From an optimization exercise on the open Yosys and OpenROAD flow, aimed at small area; shortcuts taken in it are not production practice. Function was checked by simulation only, so behaviour that the tests miss may differ from the original. Power figures rest on the tool's default switching activity, not on a simulated workload.

alpha:
Design fm_rx, start of the top module:
module fm_rx (
	input clk,
	input rst,
	input [9:0] adc_data,
	output [11:0] audio,
	output reg audio_valid
);
Size in the first run: about 2200 cells after synthesis, ~760 flip-flops, ~25 I/O pins.
Settings: LEC_CHECK=0, CAP_MARGIN=20, CORE_MARGIN=2, CORE_UTILIZATION=40, CTS_BUF_LIST=sky130_fd_sc_hd__clkbuf_16, CTS_CLUSTER_DIAMETER=130, CTS_CLUSTER_SIZE=28, SLEW_MARGIN=20, SYNTH_MEMORY_MAX_BITS=16384; clock period 7.0 ns.
run.sh (not shown) runs the stock make flow with config.mk's settings and CLKGATE_MAP_FILE= SYNTH_SCRIPT=/design/flow/synth_recipe.tcl, a recipe that flattens the netlist after the stock synthesis.
alpha did not stop at any stage, and its layout met the timing, design-rule and antenna checks.
Inputs modified between alpha and beta:
-- flow/design.v --
<<< alpha, line 65
);
reg [6:0] cnt;        
reg       started;    
reg [2:0] pc;         
reg       rst_d, rst_dd;
wire first = ~started;
wire c99 = (cnt == 7'd99);
>>> beta, line 65
);
reg [6:0] cnt;        
reg [1:0] pc;         
wire started = (pc != 2'd0);    
wire first = ~started;
wire c99 = (cnt == 7'd99);
<<< alpha, line 73
	if (rst) begin
		cnt <= 7'd0;
		started <= 1'b0;
		pc <= 3'd0;
		rst_d <= 1'b1;
		rst_dd <= 1'b1;
	end else begin
		cnt <= c99 ? 7'd0 : cnt + 7'd1;
		started <= started | c99;
		if (c99 && pc != 3'd6) pc <= pc + 3'd1;
		rst_d <= 1'b0;
		rst_dd <= rst_d;
	end
end
wire clr = rst | rst_d | rst_dd;
reg [9:0] a1, a2, a3;
reg [2:0] gsp;
>>> beta, line 72
	if (rst) begin
		cnt <= 7'd0;
		pc <= 2'd0;
	end else begin
		cnt <= c99 ? 7'd0 : cnt + 7'd1;
		if (c99 && !pc[1]) pc <= pc + 2'd1;
	end
end
wire clr = rst | (first && cnt < 7'd2);    
reg [9:0] a1, a2, a3;
reg [2:0] gsp;
<<< alpha, line 178
wire [8:0] rdI = (dsel == 2'd2) ? X4[8:0] : (dsel == 2'd3) ? Y4[17:9] : (dsel == 2'd0) ? X4[26:18] : Y4[35:27];
wire [8:0] rdQ = (dsel == 2'd2) ? Y4[8:0] : (dsel == 2'd3) ? X4[17:9] : (dsel == 2'd0) ? Y4[26:18] : X4[35:27];
wire cmask = (pc == 3'd0) || (pc == 3'd1 && cnt < 7'd50);
wire [11:0] Id, Qd;
CIC comb_I (.clk(clk), .proc(proc), .stst(stst), .src(src), .rd(rdI), .mask(cmask), .y(Id));
>>> beta, line 171
wire [8:0] rdI = (dsel == 2'd2) ? X4[8:0] : (dsel == 2'd3) ? Y4[17:9] : (dsel == 2'd0) ? X4[26:18] : Y4[35:27];
wire [8:0] rdQ = (dsel == 2'd2) ? Y4[8:0] : (dsel == 2'd3) ? X4[17:9] : (dsel == 2'd0) ? Y4[26:18] : X4[35:27];
wire cmask = (pc == 2'd0) || (pc == 2'd1 && cnt < 7'd50);
wire [11:0] Id, Qd;
CIC comb_I (.clk(clk), .proc(proc), .stst(stst), .src(src), .rd(rdI), .mask(cmask), .y(Id));
<<< alpha, line 187
wire mstep = (cnt[1:0] == 2'd2) && (cnt >= 7'd10) && (cnt <= 7'd54);
wire last = (cnt == 7'd54);
wire [14:0] u = {{3{Qd[11]}}, Qd} & {15{Ip[0]}};
wire [14:0] v = {{3{Id[11]}}, Id} & {15{Qp[0]}};
wire [14:0] rsum = ((cnt == 7'd10) ? 15'd0 : R) + (u ^ {15{last}}) + (v ^ {15{~last}}) + 15'd1;
always @(posedge clk) begin
>>> beta, line 180
wire mstep = (cnt[1:0] == 2'd2) && (cnt >= 7'd10) && (cnt <= 7'd54);
wire last = (cnt == 7'd54);
wire pm = ~pc[1];
wire [14:0] u = {{3{Qd[11]}}, Qd} & {15{Ip[0] & ~pm}};
wire [14:0] v = {{3{Id[11]}}, Id} & {15{Qp[0] & ~pm}};
wire [14:0] rsum = ((cnt == 7'd10) ? 15'd0 : R) + (u ^ {15{last}}) + (v ^ {15{~last}}) + 15'd1;
always @(posedge clk) begin
<<< alpha, line 198
end
always @(posedge clk) begin
	if (rst) begin
		Ip <= 12'sd0;
		Qp <= 12'sd0;
	end else if (mstep) begin
		Ip <= {Ip[0], Ip[11:1]};
		Qp <= {Qp[0], Qp[11:1]};
	end else if (started && cnt == 7'd58) begin
		Ip <= Id;
		Qp <= Qd;
>>> beta, line 192
end
always @(posedge clk) begin
	if (mstep) begin
		Ip <= {Ip[0], Ip[11:1]};
		Qp <= {Qp[0], Qp[11:1]};
	end else if (cnt == 7'd58) begin
		Ip <= Id;
		Qp <= Qd;
<<< alpha, line 211
reg [11:0] F0, F1, F2, F3, F4, F5;
wire [11:0] Xn = {R[9:0], e11, e10};
wire fsh = (cnt >= 7'd98) || (cnt <= 7'd1);
wire [2:0] xd = (dsel == 2'd2) ? Xn[2:0] : (dsel == 2'd3) ? Xn[5:3] : (dsel == 2'd0) ? Xn[8:6] : Xn[11:9];
always @(posedge clk) begin
	F0 <= {fsh ? xd      : F0[2:0], F0[11:3]};
>>> beta, line 202
reg [11:0] F0, F1, F2, F3, F4, F5;
wire [11:0] Xn = {R[9:0], e11, e10};
wire fsh = (cnt >= 7'd98) || (cnt <= 7'd1) || first;
wire [2:0] xd = first ? 3'd0 : (dsel == 2'd2) ? Xn[2:0] : (dsel == 2'd3) ? Xn[5:3] : (dsel == 2'd0) ? Xn[8:6] : Xn[11:9];
always @(posedge clk) begin
	F0 <= {fsh ? xd      : F0[2:0], F0[11:3]};
<<< alpha, line 227
		audio_valid <= started && (cnt == 7'd1);
end
assign audio = (pc == 3'd6) ? F5 : 12'd0;
endmodule
>>> beta, line 218
		audio_valid <= started && (cnt == 7'd1);
end
assign audio = F5;
endmodule
Notes after the runs:
beta: sequential share of layout area higher than alpha. Total routed wirelength (higher): alpha. [compare] base=alpha new=beta: post-route cell area went down 0.33%, overall routing resource usage went down 0.22 points, utilization held. [beta] slew at the pin closest to its max-slew limit rose 0.079 ns relative to alpha. Cmp alpha and beta / post-detailed-route via-to-cell ratio / lower: alpha. alpha -> beta: power in sequential cells decreased by a few percent.

[afterwards: timing with drivers on the ports]
The flow's constraints put no driver on any port. The routed layouts listed below were extracted and timed again, unchanged, in two steps.
Step 1: set_driving_cell puts a clkbuf_16 on clk and a buf_2 on each other input, an assumption about the parent block.
Step 2, shift: input delay + t, output delay - t, t = (earliest + latest rising clock arrival at the registers) / 2. This alone moves slack from input paths to output paths.
Three values: no drivers, after step 1, after step 2; two values: the first two.
| run | t, ns | slack for setup (ns) | hold slack, ns |
|---|---|---|---|
| alpha | 0.690 | 0.462 / 0.462 / 0.418 | 0.324 / 0.324 / 0.324 |
| beta | 0.679 | 0.722 / 0.722 / 0.722 | 0.325 / 0.325 / 0.325 |
After both steps every run listed still meets setup and hold. The setup slack of alpha, which loses most, moves by 0.000 ns with the drivers and by -0.044 ns with both steps.
